What follows belongs to an exercise in optimizing a design on an open flow for small area, a short achievable clock period and few clock cycles; a production flow would make more cautious choices.
Only simulation tests tie the RTL to the original design; equivalence was not proved.
Power is estimated from default activity; no workload was simulated.

`design/flow/config.mk`:
```
export PLATFORM = sky130hd
export DESIGN_NAME = gun
export DESIGN_NICKNAME = gun
export VERILOG_FILES = /design/flow/design.v
export SDC_FILE = /design/flow/constraint.sdc
export NUM_CORES = 4
export LEC_CHECK = 0
export CAP_MARGIN = 20
export CORE_MARGIN = 2
export CORE_UTILIZATION = 40
export SETUP_SLACK_MARGIN = 1.2
export SLEW_MARGIN = 20
export SYNTH_HIERARCHICAL = 1
export SYNTH_MINIMUM_KEEP_SIZE = 0
```
`design/flow/constraint.sdc`:
```
create_clock -name core_clock -period 4.0 [get_ports {clk_i}]
set_input_delay 0.8000 -clock core_clock [delete_from_list [all_inputs] [get_ports {clk_i}]]
set_output_delay 0.8000 -clock core_clock [all_outputs]
set_load 0.01 [all_outputs]
```
`design/flow/design.v`:
```
module gun_st1(input [7:0] a, input [6:0] b, output [8:0] v);
    reg [5:0] sq;    
    reg [4:0] tr;    
    always @(*) begin
        case (a[5:1])
            5'd0: sq = 6'd0;
            5'd1: sq = 6'd1;
            5'd2: sq = 6'd4;
            5'd3: sq = 6'd9;
            5'd4: sq = 6'd16;
            5'd5: sq = 6'd25;
            5'd6: sq = 6'd36;
            5'd7: sq = 6'd49;
            5'd8: sq = 6'd0;
            5'd9: sq = 6'd17;
            5'd10: sq = 6'd36;
            5'd11: sq = 6'd57;
            5'd12: sq = 6'd16;
            5'd13: sq = 6'd41;
            5'd14: sq = 6'd4;
            5'd15: sq = 6'd33;
            5'd16: sq = 6'd0;
            5'd17: sq = 6'd33;
            5'd18: sq = 6'd4;
            5'd19: sq = 6'd41;
            5'd20: sq = 6'd16;
            5'd21: sq = 6'd57;
            5'd22: sq = 6'd36;
            5'd23: sq = 6'd17;
            5'd24: sq = 6'd0;
            5'd25: sq = 6'd49;
            5'd26: sq = 6'd36;
            5'd27: sq = 6'd25;
            5'd28: sq = 6'd16;
            5'd29: sq = 6'd9;
            5'd30: sq = 6'd4;
            5'd31: sq = 6'd1;
        endcase
        case (a[6:1])
            6'd0: tr = 5'd0;
            6'd1: tr = 5'd1;
            6'd2: tr = 5'd3;
            6'd3: tr = 5'd6;
            6'd4: tr = 5'd10;
            6'd5: tr = 5'd15;
            6'd6: tr = 5'd21;
            6'd7: tr = 5'd28;
            6'd8: tr = 5'd4;
            6'd9: tr = 5'd13;
            6'd10: tr = 5'd23;
            6'd11: tr = 5'd2;
            6'd12: tr = 5'd14;
            6'd13: tr = 5'd27;
            6'd14: tr = 5'd9;
            6'd15: tr = 5'd24;
            6'd16: tr = 5'd8;
            6'd17: tr = 5'd25;
            6'd18: tr = 5'd11;
            6'd19: tr = 5'd30;
            6'd20: tr = 5'd18;
            6'd21: tr = 5'd7;
            6'd22: tr = 5'd29;
            6'd23: tr = 5'd20;
            6'd24: tr = 5'd12;
            6'd25: tr = 5'd5;
            6'd26: tr = 5'd31;
            6'd27: tr = 5'd26;
            6'd28: tr = 5'd22;
            6'd29: tr = 5'd19;
            6'd30: tr = 5'd17;
            6'd31: tr = 5'd16;
            6'd32: tr = 5'd16;
            6'd33: tr = 5'd17;
            6'd34: tr = 5'd19;
            6'd35: tr = 5'd22;
            6'd36: tr = 5'd26;
            6'd37: tr = 5'd31;
            6'd38: tr = 5'd5;
            6'd39: tr = 5'd12;
            6'd40: tr = 5'd20;
            6'd41: tr = 5'd29;
            6'd42: tr = 5'd7;
            6'd43: tr = 5'd18;
            6'd44: tr = 5'd30;
            6'd45: tr = 5'd11;
            6'd46: tr = 5'd25;
            6'd47: tr = 5'd8;
            6'd48: tr = 5'd24;
            6'd49: tr = 5'd9;
            6'd50: tr = 5'd27;
            6'd51: tr = 5'd14;
            6'd52: tr = 5'd2;
            6'd53: tr = 5'd23;
            6'd54: tr = 5'd13;
            6'd55: tr = 5'd4;
            6'd56: tr = 5'd28;
            6'd57: tr = 5'd21;
            6'd58: tr = 5'd15;
            6'd59: tr = 5'd10;
            6'd60: tr = 5'd6;
            6'd61: tr = 5'd3;
            6'd62: tr = 5'd1;
            6'd63: tr = 5'd0;
        endcase
    end
    wire [7:0] s = a[0] ? {tr ^ {a[7], 4'b0000}, 3'b001} : {sq, 2'b00};
    assign v = {2'b00, b} + {1'b0, s};
endmodule
module gun_out(input [14:0] r0, input [5:0] c, output [14:0] y);
    assign y = r0 + {1'b0, c[5], c[4], c[3], c[2], 1'b0, c[1], 1'b0, 1'b0, 1'b0, 1'b0, 1'b0, c[0], 1'b0, 1'b0};
endmodule
module gun(
    input rst_i,
    input clk_i,
    input [15:0] sw_i,
    output busy,
    output [14:0] leds
);
wire [7:0] a = sw_i[15:8];
wire [6:0] b = sw_i[6:0];
reg c1, c2;          
reg [14:0] r0;
reg [14:0] r1;       
wire [8:0] v;
wire [14:0] sum, car;
reg [8:0] vq;         
reg [6:0] aq;         
wire [6:0] ap = {aq[6], aq[5], aq[4], aq[3], aq[2], aq[1], aq[0]};
gun_st1 st1(.a(a), .b(b), .v(v));
gun_out out(.r0(r0), .c({r1[13], r1[12], r1[11], r1[10], r1[8], r1[2]}), .y(leds));
wire [8:0] v2 = vq;
wire xp1 = ap[0] & v2[0];
wire xp2 = ap[0] & v2[1];
wire xp3 = ap[0] & v2[2];
wire xp4 = ap[0] & v2[3];
wire xp5 = ap[0] & v2[4];
wire xp6 = ap[0] & v2[5];
wire xp7 = ap[0] & v2[6];
wire xp8 = ap[0] & v2[7];
wire xp9 = ap[0] & v2[8];
wire xp10 = ap[1] & v2[0];
wire xp11 = ap[1] & v2[1];
wire xp12 = ap[1] & v2[2];
wire xp13 = ap[1] & v2[3];
wire xp14 = ap[1] & v2[4];
wire xp15 = ap[1] & v2[5];
wire xp16 = ap[1] & v2[6];
wire xp17 = ap[1] & v2[7];
wire xp18 = ap[1] & v2[8];
wire xp19 = ap[2] & v2[0];
wire xp20 = ap[2] & v2[1];
wire xp21 = ap[2] & v2[2];
wire xp22 = ap[2] & v2[3];
wire xp23 = ap[2] & v2[4];
wire xp24 = ap[2] & v2[5];
wire xp25 = ap[2] & v2[6];
wire xp26 = ap[2] & v2[7];
wire xp27 = ap[2] & v2[8];
wire xp28 = ap[3] & v2[0];
wire xp29 = ap[3] & v2[1];
wire xp30 = ap[3] & v2[2];
wire xp31 = ap[3] & v2[3];
wire xp32 = ap[3] & v2[4];
wire xp33 = ap[3] & v2[5];
wire xp34 = ap[3] & v2[6];
wire xp35 = ap[3] & v2[7];
wire xp36 = ap[3] & v2[8];
wire xp37 = ap[4] & v2[0];
wire xp38 = ap[4] & v2[1];
wire xp39 = ap[4] & v2[2];
wire xp40 = ap[4] & v2[3];
wire xp41 = ap[4] & v2[4];
wire xp42 = ap[4] & v2[5];
wire xp43 = ap[4] & v2[6];
wire xp44 = ap[4] & v2[7];
wire xp45 = ap[4] & v2[8];
wire xp46 = ap[5] & v2[0];
wire xp47 = ap[5] & v2[1];
wire xp48 = ap[5] & v2[2];
wire xp49 = ap[5] & v2[3];
wire xp50 = ap[5] & v2[4];
wire xp51 = ap[5] & v2[5];
wire xp52 = ap[5] & v2[6];
wire xp53 = ap[5] & v2[7];
wire xp54 = ap[5] & v2[8];
wire xp55 = ap[6] & v2[0];
wire xp56 = ap[6] & v2[1];
wire xp57 = ap[6] & v2[2];
wire xp58 = ap[6] & v2[3];
wire xp59 = ap[6] & v2[4];
wire xp60 = ap[6] & v2[5];
wire xp61 = ap[6] & v2[6];
wire xp62 = ap[6] & v2[7];
wire xp63 = ap[6] & v2[8];
wire xq64 = a[7] & b[0];
wire xq65 = a[7] & b[1];
wire xq66 = a[7] & b[2];
wire xq67 = a[7] & b[3];
wire xq68 = a[7] & b[4];
wire xq69 = a[7] & b[5];
wire xq70 = a[7] & b[6];
wire xs71 = xp10 ^ xp2;
wire xc72 = xp10 & xp2;
wire xs73 = xp11 ^ xp19 ^ xp3;
wire xc74 = (xp11 & xp19) | (xp11 & xp3) | (xp19 & xp3);
wire xs75 = xp12 ^ xp20 ^ xp28;
wire xc76 = (xp12 & xp20) | (xp12 & xp28) | (xp20 & xp28);
wire xs77 = xp4 ^ xc74 ^ xs75;
wire xc78 = (xp4 & xc74) | (xp4 & xs75) | (xc74 & xs75);
wire xs79 = xp13 ^ xp21 ^ xp29;
wire xc80 = (xp13 & xp21) | (xp13 & xp29) | (xp21 & xp29);
wire xs81 = xp37 ^ xp5 ^ xc76;
wire xc82 = (xp37 & xp5) | (xp37 & xc76) | (xp5 & xc76);
wire xs83 = xs79 ^ xc78 ^ xs81;
wire xc84 = (xs79 & xc78) | (xs79 & xs81) | (xc78 & xs81);
wire xs85 = xp14 ^ xp22 ^ xp30;
wire xc86 = (xp14 & xp22) | (xp14 & xp30) | (xp22 & xp30);
wire xs87 = xp38 ^ xp46 ^ xp6;
wire xc88 = (xp38 & xp46) | (xp38 & xp6) | (xp46 & xp6);
wire xs89 = xc80 ^ xs85 ^ xs87;
wire xc90 = (xc80 & xs85) | (xc80 & xs87) | (xs85 & xs87);
wire xs91 = xc82 ^ xs89 ^ xc84;
wire xc92 = (xc82 & xs89) | (xc82 & xc84) | (xs89 & xc84);
wire xs93 = xp15 ^ xp23 ^ xp31;
wire xc94 = (xp15 & xp23) | (xp15 & xp31) | (xp23 & xp31);
wire xs95 = xp39 ^ xp47 ^ xp55;
wire xc96 = (xp39 & xp47) | (xp39 & xp55) | (xp47 & xp55);
wire xs97 = xp7 ^ xc86 ^ xc88;
wire xc98 = (xp7 & xc86) | (xp7 & xc88) | (xc86 & xc88);
wire xs99 = xs93 ^ xs95 ^ xc90;
wire xc100 = (xs93 & xs95) | (xs93 & xc90) | (xs95 & xc90);
wire xs101 = xs97 ^ xs99 ^ xc92;
wire xc102 = (xs97 & xs99) | (xs97 & xc92) | (xs99 & xc92);
wire xs103 = xp16 ^ xp24 ^ xp32;
wire xc104 = (xp16 & xp24) | (xp16 & xp32) | (xp24 & xp32);
wire xs105 = xp40 ^ xp48 ^ xp56;
wire xc106 = (xp40 & xp48) | (xp40 & xp56) | (xp48 & xp56);
wire xs107 = xp8 ^ xc94 ^ xc96;
wire xc108 = (xp8 & xc94) | (xp8 & xc96) | (xc94 & xc96);
wire xs109 = xs103 ^ xs105 ^ xc98;
wire xc110 = (xs103 & xs105) | (xs103 & xc98) | (xs105 & xc98);
wire xs111 = xq64 ^ xs107 ^ xs109;
wire xc112 = (xq64 & xs107) | (xq64 & xs109) | (xs107 & xs109);
wire xs113 = xc100 ^ xs111 ^ xc102;
wire xc114 = (xc100 & xs111) | (xc100 & xc102) | (xs111 & xc102);
wire xs115 = xp17 ^ xp25 ^ xp33;
wire xc116 = (xp17 & xp25) | (xp17 & xp33) | (xp25 & xp33);
wire xs117 = xp41 ^ xp49 ^ xp57;
wire xc118 = (xp41 & xp49) | (xp41 & xp57) | (xp49 & xp57);
wire xs119 = xp9 ^ xc104 ^ xc106;
wire xc120 = (xp9 & xc104) | (xp9 & xc106) | (xc104 & xc106);
wire xs121 = xs115 ^ xs117 ^ xc108;
wire xc122 = (xs115 & xs117) | (xs115 & xc108) | (xs117 & xc108);
wire xs123 = xq65 ^ xs119 ^ xc110;
wire xc124 = (xq65 & xs119) | (xq65 & xc110) | (xs119 & xc110);
wire xs125 = xs121 ^ xc112 ^ xs123;
wire xc126 = (xs121 & xc112) | (xs121 & xs123) | (xc112 & xs123);
wire xs127 = xp18 ^ xp26 ^ xp34;
wire xc128 = (xp18 & xp26) | (xp18 & xp34) | (xp26 & xp34);
wire xs129 = xp42 ^ xp50 ^ xp58;
wire xc130 = (xp42 & xp50) | (xp42 & xp58) | (xp50 & xp58);
wire xs131 = xc116 ^ xc118 ^ xs127;
wire xc132 = (xc116 & xc118) | (xc116 & xs127) | (xc118 & xs127);
wire xs133 = xs129 ^ xc120 ^ xq66;
wire xc134 = (xs129 & xc120) | (xs129 & xq66) | (xc120 & xq66);
wire xs135 = xs131 ^ xc122 ^ xs133;
wire xc136 = (xs131 & xc122) | (xs131 & xs133) | (xc122 & xs133);
wire xs137 = xc124 ^ xs135 ^ xc126;
wire xc138 = (xc124 & xs135) | (xc124 & xc126) | (xs135 & xc126);
wire xs139 = xp27 ^ xp35 ^ xp43;
wire xc140 = (xp27 & xp35) | (xp27 & xp43) | (xp35 & xp43);
wire xs141 = xp51 ^ xp59 ^ xc128;
wire xc142 = (xp51 & xp59) | (xp51 & xc128) | (xp59 & xc128);
wire xs143 = xc130 ^ xs139 ^ xq67;
wire xc144 = (xc130 & xs139) | (xc130 & xq67) | (xs139 & xq67);
wire xs145 = xc132 ^ xs141 ^ xc134;
wire xc146 = (xc132 & xs141) | (xc132 & xc134) | (xs141 & xc134);
wire xs147 = xs143 ^ xc136 ^ xs145;
wire xc148 = (xs143 & xc136) | (xs143 & xs145) | (xc136 & xs145);
wire xs149 = xp36 ^ xp44 ^ xp52;
wire xc150 = (xp36 & xp44) | (xp36 & xp52) | (xp44 & xp52);
wire xs151 = xp60 ^ xc140 ^ xs149;
wire xc152 = (xp60 & xc140) | (xp60 & xs149) | (xc140 & xs149);
wire xs153 = xc142 ^ xq68 ^ xs151;
wire xc154 = (xc142 & xq68) | (xc142 & xs151) | (xq68 & xs151);
wire xs155 = xc144 ^ xs153 ^ xc146;
wire xc156 = (xc144 & xs153) | (xc144 & xc146) | (xs153 & xc146);
wire xs157 = xp45 ^ xp53 ^ xp61;
wire xc158 = (xp45 & xp53) | (xp45 & xp61) | (xp53 & xp61);
wire xs159 = xc150 ^ xs157 ^ xq69;
wire xc160 = (xc150 & xs157) | (xc150 & xq69) | (xs157 & xq69);
wire xs161 = xc152 ^ xs159 ^ xc154;
wire xc162 = (xc152 & xs159) | (xc152 & xc154) | (xs159 & xc154);
wire xs163 = xp54 ^ xp62 ^ xc158;
wire xc164 = (xp54 & xp62) | (xp54 & xc158) | (xp62 & xc158);
wire xs165 = xq70 ^ xs163 ^ xc160;
wire xc166 = (xq70 & xs163) | (xq70 & xc160) | (xs163 & xc160);
wire xt167 = xp63 ^ xc164 ^ xc166;
assign sum = {xt167, xs165, xs161, xc148, xs147, xs137, xs125, xs113, xs101, xs91, xs83, xs77, xc72, xs71, xp1};
assign car = {1'b0, xc162, xc156, xs155, xc138, 1'b0, xc114, 1'b0, 1'b0, 1'b0, 1'b0, 1'b0, xs73, 1'b0, 1'b0};
always @(posedge clk_i) begin
    vq <= v;
    aq <= a[6:0];
end
assign busy = rst_i | c1 | c2;
always @(posedge clk_i) begin
    c1 <= rst_i;
    c2 <= c1 & ~rst_i;
end
always @(posedge clk_i) begin
    if (c2)
        r0 <= sum;
end
always @(posedge clk_i) begin
    if (c2) r1[2] <= car[2];
    if (c2) r1[8] <= car[8];
    if (c2) r1[10] <= car[10];
    if (c2) r1[11] <= car[11];
    if (c2) r1[12] <= car[12];
    if (c2) r1[13] <= car[13];
end
endmodule
```
`design/flow/flow/run.sh`:
```
#!/bin/bash
set -euo pipefail
cd "$(dirname "${BASH_SOURCE[0]}")/.."
bash standard.sh finish ADDER_MAP_FILE= "BUFFER_PORTS_ARGS=-buffer_cell sky130_fd_sc_hd__buf_2" > standard_flow.log 2>&1
```
`design/flow/standard.sh`:
```
#!/bin/bash
# synth_recipe.tcl (not shown) runs the flow's synth.tcl, then flattens the netlist and writes it again
# the make line also repeats each setting of config.mk as NAME=value (left out here)
make -C /OpenROAD-flow-scripts/flow DESIGN_CONFIG=/design/flow/config.mk WORK_HOME=/design/flow/orfs CLKGATE_MAP_FILE= SYNTH_SCRIPT=/design/flow/synth_recipe.tcl "${@:-finish}"
```
==> results of run 1 <==
final timing paths:
| check | startpoint | endpoint | cells after the start |
|---|---|---|---|
| worst max-delay path | r1[2] | leds[13] | 6 |
| worst min-delay path | c1 | c2 | 1 |
| worst max register to register | vq[1] | r1[8] | 7 |
| worst min register to register | c1 | c2 | 1 |
modules after synthesis, one instance, submodules excluded:
module,copies in the design,flops+latches,area [µm²],cells
gun_out,1,0,401.6,58
gun_st1,1,0,575.6,84
gun,1,39,3025,338
per-stage QoR:
step / worst slack, ns / util [%] / area [µm²] / power [µW] / hold WS (ns)
after global placement: 1.230 / 42.55 / 4140 / 2196 / 0.4378
after global routing: 1.175 / 43.87 / 4268 / 2707 / 0.4904
after floorplan: 1.601 / - / 4003 / 1986 / 0.4309
final: 1.304 / 43.87 / 4268 / 2491 / 0.4612
after detailed placement: 1.191 / 42.55 / 4140 / 2235 / 0.4494
after CTS: 1.207 / 43.43 / 4225 / 2493 / 0.4644
cells in the mapped netlist, drive strengths merged (4+ instances only):
library cell	n
edfxtp	21
clkbuf	4
o21ai	20
a21oi	14
nand3	10
xnor2	80
inv	16
buf	24
nand2	99
or2	6
o22ai	4
nor3	5
xor2	41
a22oi	5
nand4	4
nand2b	4
dfxtp	18
maj3	29
or3	4
nor2	21
critical path: stages (launching register included):
cell and delay [ns]:
edfxtp_1 0.41, nand4_1 0.16, or3_4 0.43, a222oi_1 0.22, nor2_1 0.10, xor2_1 0.14, buf_2 0.14
power groups by stage:
stage | clock network (µW) | registers (µW) | logic [µW]
floorplan | 0 | 659 | 1330
global placement | 0 | 738 | 1460
detailed placement | 0 | 741 | 1490
CTS | 266 | 732 | 1500
global route | 283 | 751 | 1670
finish | 258 | 734 | 1500
repair_timing:
item | 4_1_cts | 5_1_grt
setup buffers | 0 | 3
pin swaps | 0 | 2
gates cloned | 0 | 0
endpoints found under the setup margin | 1 | 8
hold buffers | 0 | 0
resized for setup | 1 | 11
layer usage:
metal	global-route usage [%]	share of wire, %
met1	19.02	48
met2	24.77	46
met4	5.502	2.7
met5	0	0
met3	2.130	3.2
cells by family (layout without fill, tap and decap cells):
kind of cell | after synthesis | count (layout) | share of synthesized area [%]
xor gates and xnor gates | 122 | 122 | 27.98
and+or+nand+nor | 167 | 167 | 18.88
adders and majority gates | 29 | 29 | 7.659
muxes | 4 | 4 | 1.094
AOI/OAI and AO/OA | 75 | 75 | 13.41
DFF | 39 | 39 | 24.76
buffers and inverters | 44 | 59 | 6.220
cell type report:
class	instances	area, µm²
clock buffers	5	68.82
clock inverters	3	15.01
fillers	998	5461
inverters	16	60.06
multi-input cells	397	2771
flip-flops and latches	39	1003
well taps	133	166.4
repair buffers	35	182.7
sequential cells by signal, summed over array words and instances, names as in the netlist:
name  flops
aq        7
c1        1
r1        6
vq        9
r0       15
c2        1
==> metrics.md, run 1 <==
| Metric | Value |
|---|---|
| Initial Util | `41.14%` |
| CTS tree | `built` |
| H-tree levels | `2` |
| Final Net Count | `512` |
| Largest net degree at the start of global routing | `23` |
| Initial antenna violation count | `0` |
| Max clock buf depth | `2` |
| Vias per cell | `about 5.0` |
| CP Max Fanout | `4` |
| Setup crit end kind | `output pin` |
| Residual DRC count | `0` |
| Placed insts | `617` |
| Cell Count, Final, Fillers Out | `628` |
| WS Path Type | `flop to output pin` |
| # port buffers | `32` |
| Post-Route Skew | `between 0.007 and 0.008 ns` |
| Sequential share of power | `29.4%` |
| Core Footprint | `just under 0.01 mm²` |
| Finish-stage setup viols | `0` |
| Post-synth EDFFs | `21` |
| LEAKAGE | `0.001572 µW` |
| Layout cells sized above 1 | `17.98%` |
| RSZ-0062 raised after global routing | `true` |
| Synth Cell Area | `~0.004 mm²` |
| Post-Syn Nets | `498` |
| Post-synthesis cell count | `480` |
| Clock share of power | `10.3%` |
| Die width | `104.0 µm` |
| Post-layout min period | `2.696 ns` |
| Switching part of the total | `a little over two fifths` |
| GR Util All Layers | `14.69%` |
| Vias | `~3200` |
| Async SR Flop Fraction | `0%` |
| Commonest non-fill, non-tap cell in the layout | `nand2_1` |
| Max Freq | `371.0 MHz` |
| Total negative slack | `0 ns` |
| Final hold vios | `0` |
| Antenna Nets Post-Route | `0` |
| P_sw | `1042 µW` |
| Die height | `about 100 µm` |
| PD cells | `583.7 mW/mm²` |
| Vias in the first global route | `2987` |
| Die Area | `0.01082 mm²` |
| Area contributors post-synth | `xnor2_1 17%, edfxtp_1 16%, dfxtp_1 9.0%, nand2_1 8.9%, xor2_1 8.8%` |
| Area delta synth->final | `6.627%` |
| Num CTS Buffers | `5` |
| First-pass GRT wire length | `13320 µm` |
| Rows | `36` |
| Post-synth top flop | `edfxtp_1` |
| Critical Path Start Type | `flop` |
| Status | `timing/DRC/antenna clean` |
| Routability congestion estimate | `around 0.84` |
| Routed WL per cell | `12.31 µm` |
| Synth top area share | `16.63%` |
| Flop-to-flop setup slack | `1.40 ns` |
| Count of different cell masters after synthesis | `65` |
| Hpwl dp | `5864 µm` |
| Yosys reg bits | `39` |
| Iteration-0 DRC Markers | `145` |
| Tightest Hold Check Type | `flop to flop` |
| Period Utilization, post-route | `67.39%` |
| Most frequent cells in the layout | `95 x nand2_1, 76 x xnor2_1, 40 x xor2_1` |
| N_diodes | `0` |
| Worst IR Drop VDD | `0.2433 mV` |
| Maxcap violations | `0` |
| Register area share after synthesis | `24.76%` |
| CP Data Arrival Time | `1.90 ns` |
| Initial DRT Pass Iterations | `4` |
| Grt ovf | `0` |
| Least-Margin Pin Slew | `0.8883 ns` |
| Clock latency (worst-skew pair) | `0.29 ns` |
| Area leader, netlist | `xnor2_1` |
| Internal cell power | `~1400 µW` |
| Worst-path clk slew | `0.07 ns` |
| Io pins | `34` |
| Gate power share | `60.2%` |
| Critical Path RT | `between 3 and 4 ns` |
| Max Slew Vio Count | `0` |
| Yosys warnings | `8` |
| CTS Root Cell | `clkbuf_8` |
| Syn Area/Cell | `8.339 µm²` |
| Slew margin rel. | `40.70%` |
| Total wire length | `7733 µm` |
| Num Clock Sinks | `39` |
Testbench counts, summed over its fixed seeds: cycles 6,400.
==> run 2: changes to the inputs <==
--- a/design/flow/config.mk
+++ b/design/flow/config.mk
@@ -8,6 +8,7 @@
 export CAP_MARGIN = 20
 export CORE_MARGIN = 2
 export CORE_UTILIZATION = 40
+export PLACE_DENSITY = 0.75
 export SETUP_SLACK_MARGIN = 1.2
 export SLEW_MARGIN = 20
 export SYNTH_HIERARCHICAL = 1
==> run 2 against run 1 <==
Maximum frequency decreased by 0.56%. Clock power increased by 31%. Synthesized cell count unchanged. Via count increased by 4.0%. Clock skew decreased by 0.0011 ns. Non-clock buffer count increased by 7. Core utilization increased by 0.90 points. Total power increased by 5.7%. Critical endpoint unchanged. Combinational power increased by 5%.
==> metrics.md, run 2 <==
| Metric | Value |
|---|---|
| Hold Path Stages | `1 (unchanged)` |
| Period Utilization, post-route | `67.77% (+0.38 points)` |
| Die width | `104.0 µm (unchanged)` |
| Worst min-delay path startpoint | `c1` |
| Slew margin rel. | `42.94% (+2.2 points)` |
| Hpwl dp | `5989 µm (+2.1%)` |
| Yosys warnings | `8 (unchanged)` |
| Syn Area/Cell | `8.339 µm² (unchanged)` |
| Area leader, netlist | `xnor2_1` |
| Final Net Count | `519 (+1.4%)` |
| Yosys reg bits | `39 (unchanged)` |
| Tightest Hold Check Type | `flop to flop` |
| R2R Path End | `r0[9]` |
| Biggest regs | `r0: 15 flops, vq: 9 flops, aq: 7 flops` |
| Initial Util | `41.14% (unchanged)` |
| Critical Path End | `leds[13]` |
| Io pins | `34 (unchanged)` |
| Total negative slack | `0 ns (unchanged)` |
| Routability congestion estimate | `0.8407 (+0.30%)` |
| Maxcap violations | `0 (unchanged)` |
| Final hold vios | `0 (unchanged)` |
| Max Freq | `368.9 MHz (-0.56%)` |
| Clock latency (worst-skew pair) | `0.29 ns (about the same)` |
| Iteration-0 DRC Markers | `221 (+52%)` |
| Layout cells sized above 1 | `19.32% (+1.3 points)` |
| Async SR Flop Fraction | `0% (unchanged)` |
| Internal cell power | `1552 µW (+7.1%)` |
| Area delta synth->final | `8.815%` |
| Die height | `104.0 µm (unchanged)` |
| LEAKAGE | `0.001619 µW (+3.1%)` |
| Critical Path RT | `3.20 ns (about the same)` |
| Clock share of power | `12.8% (+2.5 points)` |
| FF-to-FF path depth | `9 (+2)` |
| Top delay family on crit path | `simple AND/OR/NAND/NOR gates` |
| WS Path Type | `flop to output pin` |
| CP Data Arrival Time | `1.91 ns (about the same)` |
| Max clock buf depth | `2 (unchanged)` |
| PD cells | `604.5 mW/mm² (+3.6%)` |
| Post-Syn Nets | `498 (unchanged)` |
| Synth top area share | `16.63% (unchanged)` |
| Worst-path clk slew | `0.07 ns (about the same)` |
| Status | `timing/DRC/antenna clean` |
| Setup crit end kind | `output pin` |
| Most frequent cells in the layout | `95 x nand2_1, 76 x xnor2_1, 40 x xor2_1` |
| Die Area | `0.01082 mm² (unchanged)` |
| Rows | `36 (unchanged)` |
| Vias | `3298 (+4.0%)` |
| Gate power share | `59.5% (-0.7 points)` |
| Top reg by flops | `r0` |
| Critical Path Start Type | `flop` |
| Core Footprint | `0.009729 mm² (unchanged)` |
| Crit-path cells | `nand4_1, or3_4, a222oi_1, nor2_1, xor2_1, buf_2` |
| Max reg flops | `15 (unchanged)` |
| CTS tree | `built` |
| Num CTS Buffers | `5 (unchanged)` |
| Routed WL per cell | `12.60 µm (+2.3%)` |
| Post-layout min period | `2.711 ns (+0.01512 ns)` |
| RSZ-0062 raised after global routing | `true` |
| Area contributors post-synth | `xnor2_1 17%, edfxtp_1 16%, dfxtp_1 9.0%, nand2_1 8.9%, xor2_1 8.8%` |
| Post-synth EDFFs | `21 (unchanged)` |
| Synth top cells by count | `95 x nand2_1, 76 x xnor2_1, 40 x xor2_1` |
| First-pass GRT wire length | `13480 µm (+1.1%)` |
| Switching part of the total | `41.06% (-0.78 points)` |
| Flop-to-flop setup slack | `1.36 ns (-0.04 ns)` |
| Register area share after synthesis | `24.76% (unchanged)` |
| Worst path max stage delay | `0.43 ns (about the same)` |
| GR Util All Layers | `14.70% (+0.015 points)` |
| Initial DRT Pass Iterations | `4 (unchanged)` |
| Commonest non-fill, non-tap cell in the layout | `nand2_1` |
| CP startpoint | `r0[2]` |
| H-tree levels | `2 (unchanged)` |
| N_diodes | `0 (unchanged)` |
| Vias per cell | `5.194 (+2.9%)` |
| Most frequent cell after synthesis | `nand2_1` |
| Total wire length | `8000 µm (+3.5%)` |
| Initial antenna violation count | `0 (unchanged)` |
| Final Total Pwr | `2633 µW (+5.7%)` |
| Max Slew Vio Count | `0 (unchanged)` |
| Crit path buf inv count | `1 (unchanged)` |
| Crit path depth | `6 (unchanged)` |
| Origin of the critical flop-to-flop path | `vq[5]` |
| CTS Root Cell | `clkbuf_8` |
| Residual DRC count | `0 (unchanged)` |
| Post-synth top flop | `edfxtp_1` |
| # port buffers | `32 (unchanged)` |
| Post-synthesis cell count | `480 (unchanged)` |
| Sequential share of power | `27.8% (-1.6 points)` |
| Synth Cell Area | `0.004003 mm² (unchanged)` |
| P_sw | `1081 µW (+3.7%)` |
| Num Clock Sinks | `39 (unchanged)` |
| Grt ovf | `0 (unchanged)` |
| Count of different cell masters after synthesis | `65 (unchanged)` |
| Antenna Nets Post-Route | `0 (unchanged)` |
| CP Max Fanout | `4 (unchanged)` |
| Post-Route Skew | `0.006568 ns (-0.001051 ns)` |
| Vias in the first global route | `3041 (+1.8%)` |
| Finish-stage setup viols | `0 (unchanged)` |
| Worst IR Drop VDD | `0.2745 mV (+13%)` |
| Max stage delay cell, worst path | `or3_4` |
| Largest net degree at the start of global routing | `23 (unchanged)` |
| Least-Margin Pin Slew | `0.8547 ns (-0.03357 ns)` |
[run 2: layout make-up]
type,instances,area (µm²)
clock inverters,2,35.03
flip-flops and latches,39,1005
inverters,16,60.06
fillers,960,5374
well taps,133,166.4
repair buffers,42,235.2
clock buffers,6,82.58
multi-input cells,397,2771
[run 2: cells by family (layout without fill, tap and decap cells)]
group           Yosys count  after routing  share of synthesized area, %
xor+xnor                122            122                         27.98
buf+inv                  44             66                         6.220
mux                       4              4                         1.094
flops                    39             39                         24.76
compound gates           75             75                         13.41
fa+ha+maj                29             29                         7.659
simple gates            167            167                         18.88
[run 2: how the worst min path moves through the flow]
stage | slack (ns) | to
2_1_floorplan | 0.43 | c2
3_3_place_gp | 0.45 | c2
3_5_place_dp | 0.45 | c2
4_1_cts | 0.47 | c2
5_1_grt | 0.48 | c2
6_report | 0.46 | c2
[run 2: stage by stage]
step	std cells	hold slack [ns]	setup slack (ns)	area (µm²)	util [%]
after global routing	635	0.4765	1.187	4355	44.77
after floorplan	480	0.4309	1.601	4003	-
after detailed placement	617	0.4538	1.226	4140	42.55
after global placement	617	0.4452	1.279	4140	42.55
after CTS	625	0.4656	1.226	4258	43.76
final	635	0.4615	1.289	4355	44.77
[run 2: routing by layer]
metal / share of wire (%) / GRT usage [%]
met1: 45 / 19.11
met2: 49 / 25.00
met3: 4.8 / 2.193
met4: 1.3 / 4.826
met5: 0 / 0
[run 2: timing repair]
action                     in CTS  in global routing
hold buffers                    0                  0
hold endpoints to repair        0                  0
gates resized for setup         0                 13
buffers inserted                0                 10
setup endpoints to repair       0                 10
[run 2: power by group through the flow]
stage                     Sequential (µW)  Clock [µW]  Combinational, µW
final                                 731         337               1570
after global routing                  746         363               1730
after CTS                             728         345               1530
after detailed placement              739           0               1510
after global placement                732           0               1450
after floorplan                       659           0               1330
[run 2: per-module statistics from Yosys (local to each module, per instance)]
| module | cell area, µm² | times used |
|---|---|---|
| gun_out | 401.6 | 1 |
| gun | 3025 | 1 |
| gun_st1 | 575.6 | 1 |
==> run 3: changes to the inputs <==
--- a/design/flow/config.mk
+++ b/design/flow/config.mk
@@ -8,8 +8,7 @@
 export CAP_MARGIN = 20
 export CORE_MARGIN = 2
 export CORE_UTILIZATION = 40
-export PLACE_DENSITY = 0.75
-export SETUP_SLACK_MARGIN = 1.2
+export SETUP_SLACK_MARGIN = 1.25
 export SLEW_MARGIN = 20
 export SYNTH_HIERARCHICAL = 1
 export SYNTH_MINIMUM_KEEP_SIZE = 0
==> run 3 against run 2 <==
Wire length fell by 3.4%. Via count fell by 3.5%. Non-clock buffer count fell by 6. Still clean. Worst hold slack barely moved. Sequential cell count did not move. Clock power fell by 23%. Critical endpoint unchanged. Setup slack improved by 0.049 ns. First-iteration DRC count fell by 22%. Combinational power fell by 4%. Sequential share of layout area rose by 0.39 points.
==> metrics.md, run 3 <==
| Metric | Value |
|---|---|
| Status | `timing/DRC/antenna clean` |
| Placed insts | `617 (unchanged)` |
| Count of different cell masters after synthesis | `65 (unchanged)` |
| Vias per cell | `5.059 (-2.6%)` |
| Layout cells sized above 1 | `19.15% (-0.17 points)` |
| Post-Route Skew | `0.007934 ns (+0.001366 ns)` |
| RSZ-0062 raised after global routing | `true` |
| Origin of the critical flop-to-flop path | `aq[5]` |
| Worst path max stage delay | `0.41 ns (-0.02 ns)` |
| Grt ovf | `0 (unchanged)` |
| WS Path Type | `flop to output pin` |
| Residual DRC count | `0 (unchanged)` |
| Top reg by flops | `r0` |
| Max clock buf depth | `2 (unchanged)` |
| Hpwl dp | `5864 µm (-2.1%)` |
| Largest net degree at the start of global routing | `23 (unchanged)` |
| CTS Root Cell | `clkbuf_8` |
| Area leader, netlist | `xnor2_1` |
| Biggest regs | `r0: 15 flops, vq: 9 flops, aq: 7 flops` |
| Num CTS Buffers | `5 (unchanged)` |
| Initial antenna violation count | `0 (unchanged)` |
| Die height | `104.0 µm (unchanged)` |
| Initial DRT Pass Iterations | `4 (unchanged)` |
| Most frequent cell after synthesis | `nand2_1` |
| Post-synth top flop | `edfxtp_1` |
| Num Clock Sinks | `39 (unchanged)` |
| Routability congestion estimate | `0.8382 (-0.30%)` |
| Worst min-delay path startpoint | `c1` |
| Post-Syn Nets | `498 (unchanged)` |
| Post-synthesis cell count | `480 (unchanged)` |
| Rows | `36 (unchanged)` |
| FF-to-FF path depth | `9 (unchanged)` |
| Flop-to-flop setup slack | `1.40 ns (+0.04 ns)` |
| Worst IR Drop VDD | `0.2440 mV (-11%)` |
| Most frequent cells in the layout | `94 x nand2_1, 76 x xnor2_1, 40 x xor2_1` |
| Post-synth EDFFs | `21 (unchanged)` |
| Vias in the first global route | `2991 (-1.6%)` |
| Syn Area/Cell | `8.339 µm² (unchanged)` |
| Max Slew Vio Count | `0 (unchanged)` |
| Initial Util | `41.14% (unchanged)` |
| Period Utilization, post-route | `66.55% (-1.2 points)` |
| Top delay family on crit path | `simple AND/OR/NAND/NOR gates` |
| Final-layout fill cell count | `998 (+4.0%)` |
| CP Data Arrival Time | `1.86 ns (-0.05 ns)` |
| Commonest non-fill, non-tap cell in the layout | `nand2_1` |
| Cell Count, Final, Fillers Out | `629 (-0.94%)` |
| Register area share after synthesis | `24.76% (unchanged)` |
| Async SR Flop Fraction | `0% (unchanged)` |
| Synth top cells by count | `95 x nand2_1, 76 x xnor2_1, 40 x xor2_1` |
| Io pins | `34 (unchanged)` |
| Post-layout min period | `2.662 ns (-0.04861 ns)` |
| N_diodes | `0 (unchanged)` |
| Critical Path RT | `3.20 ns (about the same)` |
| CP Max Fanout | `4 (unchanged)` |
| Finish-stage setup viols | `0 (unchanged)` |
| Tightest Hold Check Type | `flop to flop` |
| Core Footprint | `0.009729 mm² (unchanged)` |
| Synth Cell Area | `0.004003 mm² (unchanged)` |
| PD cells | `585.1 mW/mm² (-3.2%)` |
| Crit path buf inv count | `1 (unchanged)` |
| GR Util All Layers | `14.71% (about the same)` |
| Crit-path cells | `nand4_1, or3_4, a222oi_1, nor2_1, xor2_1, buf_2` |
| Max Freq | `375.6 MHz (+1.8%)` |
| Antenna Nets Post-Route | `0 (unchanged)` |
| Least-Margin Pin Slew | `0.8910 ns (+0.03630 ns)` |
| Die width | `104.0 µm (unchanged)` |
| # port buffers | `32 (unchanged)` |
| Final Net Count | `513 (-1.2%)` |
| Vias | `3182 (-3.5%)` |
| Synth top area share | `16.63% (unchanged)` |
| Yosys warnings | `8 (unchanged)` |
| First-pass GRT wire length | `13340 µm (-0.97%)` |
| Area delta synth->final | `7.158%` |
| Iteration-0 DRC Markers | `173 (-22%)` |
| Area of the multi-input gates | `0.002783 mm² (+0.41%)` |
| Routed WL per cell | `12.29 µm (-2.4%)` |
| R2R Path End | `r0[9]` |
| Clock latency (worst-skew pair) | `0.29 ns (about the same)` |
| Total negative slack | `0 ns (unchanged)` |
| Slew margin rel. | `40.52% (-2.4 points)` |
| Maxcap violations | `0 (unchanged)` |
| Hold-critical path endpoint | `c2` |
| Max stage delay cell, worst path | `or3_4` |
| CTS tree | `built` |
| LEAKAGE | `0.001577 µW (-2.6%)` |
| Register area | `0.001006 mm² (+0.12%)` |
| Setup crit end kind | `output pin` |
| Area contributors post-synth | `xnor2_1 17%, edfxtp_1 16%, dfxtp_1 9.0%, nand2_1 8.9%, xor2_1 8.8%` |
| Worst-path clk slew | `0.07 ns (about the same)` |
| Yosys reg bits | `39 (unchanged)` |
| Max reg flops | `15 (unchanged)` |
| Total wire length | `7731 µm (-3.4%)` |
| Hold Path Stages | `1 (unchanged)` |
| Die Area | `0.01082 mm² (unchanged)` |
| H-tree levels | `2 (unchanged)` |
| Critical Path Start Type | `flop` |
| Final hold vios | `0 (unchanged)` |
-- run 3: per-module statistics from Yosys, one instance, submodules excluded --
module	copies in the design	cell area [µm²]	flops+latches	cells inside
gun_out	1	401.6	0	58
gun	1	3025	39	338
gun_st1	1	575.6	0	84
-- run 3: routing by layer --
metal	vias to the layer above	routed length (µm)	GRT usage, %
li1	1653	-	-
met1	1452	3679	19.02
met2	60	3610	24.86
met3	17	237	2.130
met4	0	203	5.502
met5	-	0	0
-- run 3: kinds of logic after synthesis --
family / synth area share (%)
AO/OA/AOI/OAI: 13.41
XOR/XNOR: 27.98
adder cells (fa/ha/maj): 7.659
buffers and inverters: 6.220
flip-flops: 24.76
multiplexers: 1.094
AND/OR/NAND/NOR: 18.88
-- run 3: layout make-up --
type                    count  area share (%)
inverters                  16           1.400
repair buffers             36           4.434
clock buffers               5           1.604
multi-input cells         397           64.88
clock inverters             3          0.3501
flip-flops and latches     39           23.45
well taps                 133           3.880
-- run 3: worst max-delay path by stage --
stage	endpoint	cells after the start	startpoint	slack [ns]
6_report	leds[13]	6	r1[2]	1.34
5_1_grt	r1[10]	9	vq[0]	1.22
4_1_cts	leds[12]	6	r0[10]	1.25
3_5_place_dp	r0[9]	9	aq[5]	1.19
3_3_place_gp	r0[9]	9	aq[5]	1.23
2_1_floorplan	vq[7]	7	sw_i[11]	1.60
-- run 3: power by group --
part           internal, µW  switching [µW]
clock network           119             139
registers               587             150
logic                   753             761
total                  1460            1050
-- run 3: metrics by stage --
step | instance area (µm²) | setup slack, ns | power, µW | util, % | hold WS, ns
4_1_cts | 4234 | 1.251 | 2493 | 43.52 | 0.4644
5_1_grt | 4289 | 1.221 | 2728 | 44.08 | 0.4904
6_report | 4289 | 1.338 | 2510 | 44.08 | 0.4612
2_1_floorplan | 4003 | 1.601 | 1986 | - | 0.4309
3_5_place_dp | 4140 | 1.191 | 2235 | 42.55 | 0.4494
3_3_place_gp | 4140 | 1.230 | 2196 | 42.55 | 0.4378
-- run 3: repair_timing --
action | 4_1_cts | 5_1_grt
setup endpoints to repair | 4 | 9
resized for setup | 2 | 15
pin swaps | 2 | 5
hold buffers | 0 | 0
buffers inserted | 1 | 3

==> separate check: timing with driven ports <==
No port has a modelled driver above. Below, the same layouts with a new extraction and two added sets of constraints. Step 1 sets driving cells, clkbuf_16 on the clock port and buf_2 on the other inputs (assumed; they add their load-dependent delay and slew). Step 2 also shifts input and output timing later by t, the mid clock arrival at the registers, as if the neighbouring blocks saw the same clock. Three values: no drivers, after step 1, after step 2; two values: the first two.
run | t (ns) | setup slack, ns | worst setup path after step 2
run 1 | 0.315 | 1.304 / 1.277 / 1.259 | input to register
run 2 | 0.316 | 1.289 / 1.262 / 1.244 | input to register
run 3 | 0.317 | 1.338 / 1.310 / 1.260 | input to register
After both steps every run listed still meets setup and hold. For run 3, which loses most, drivers alone change the setup slack by -0.028 ns; drivers and shift together by -0.078 ns.
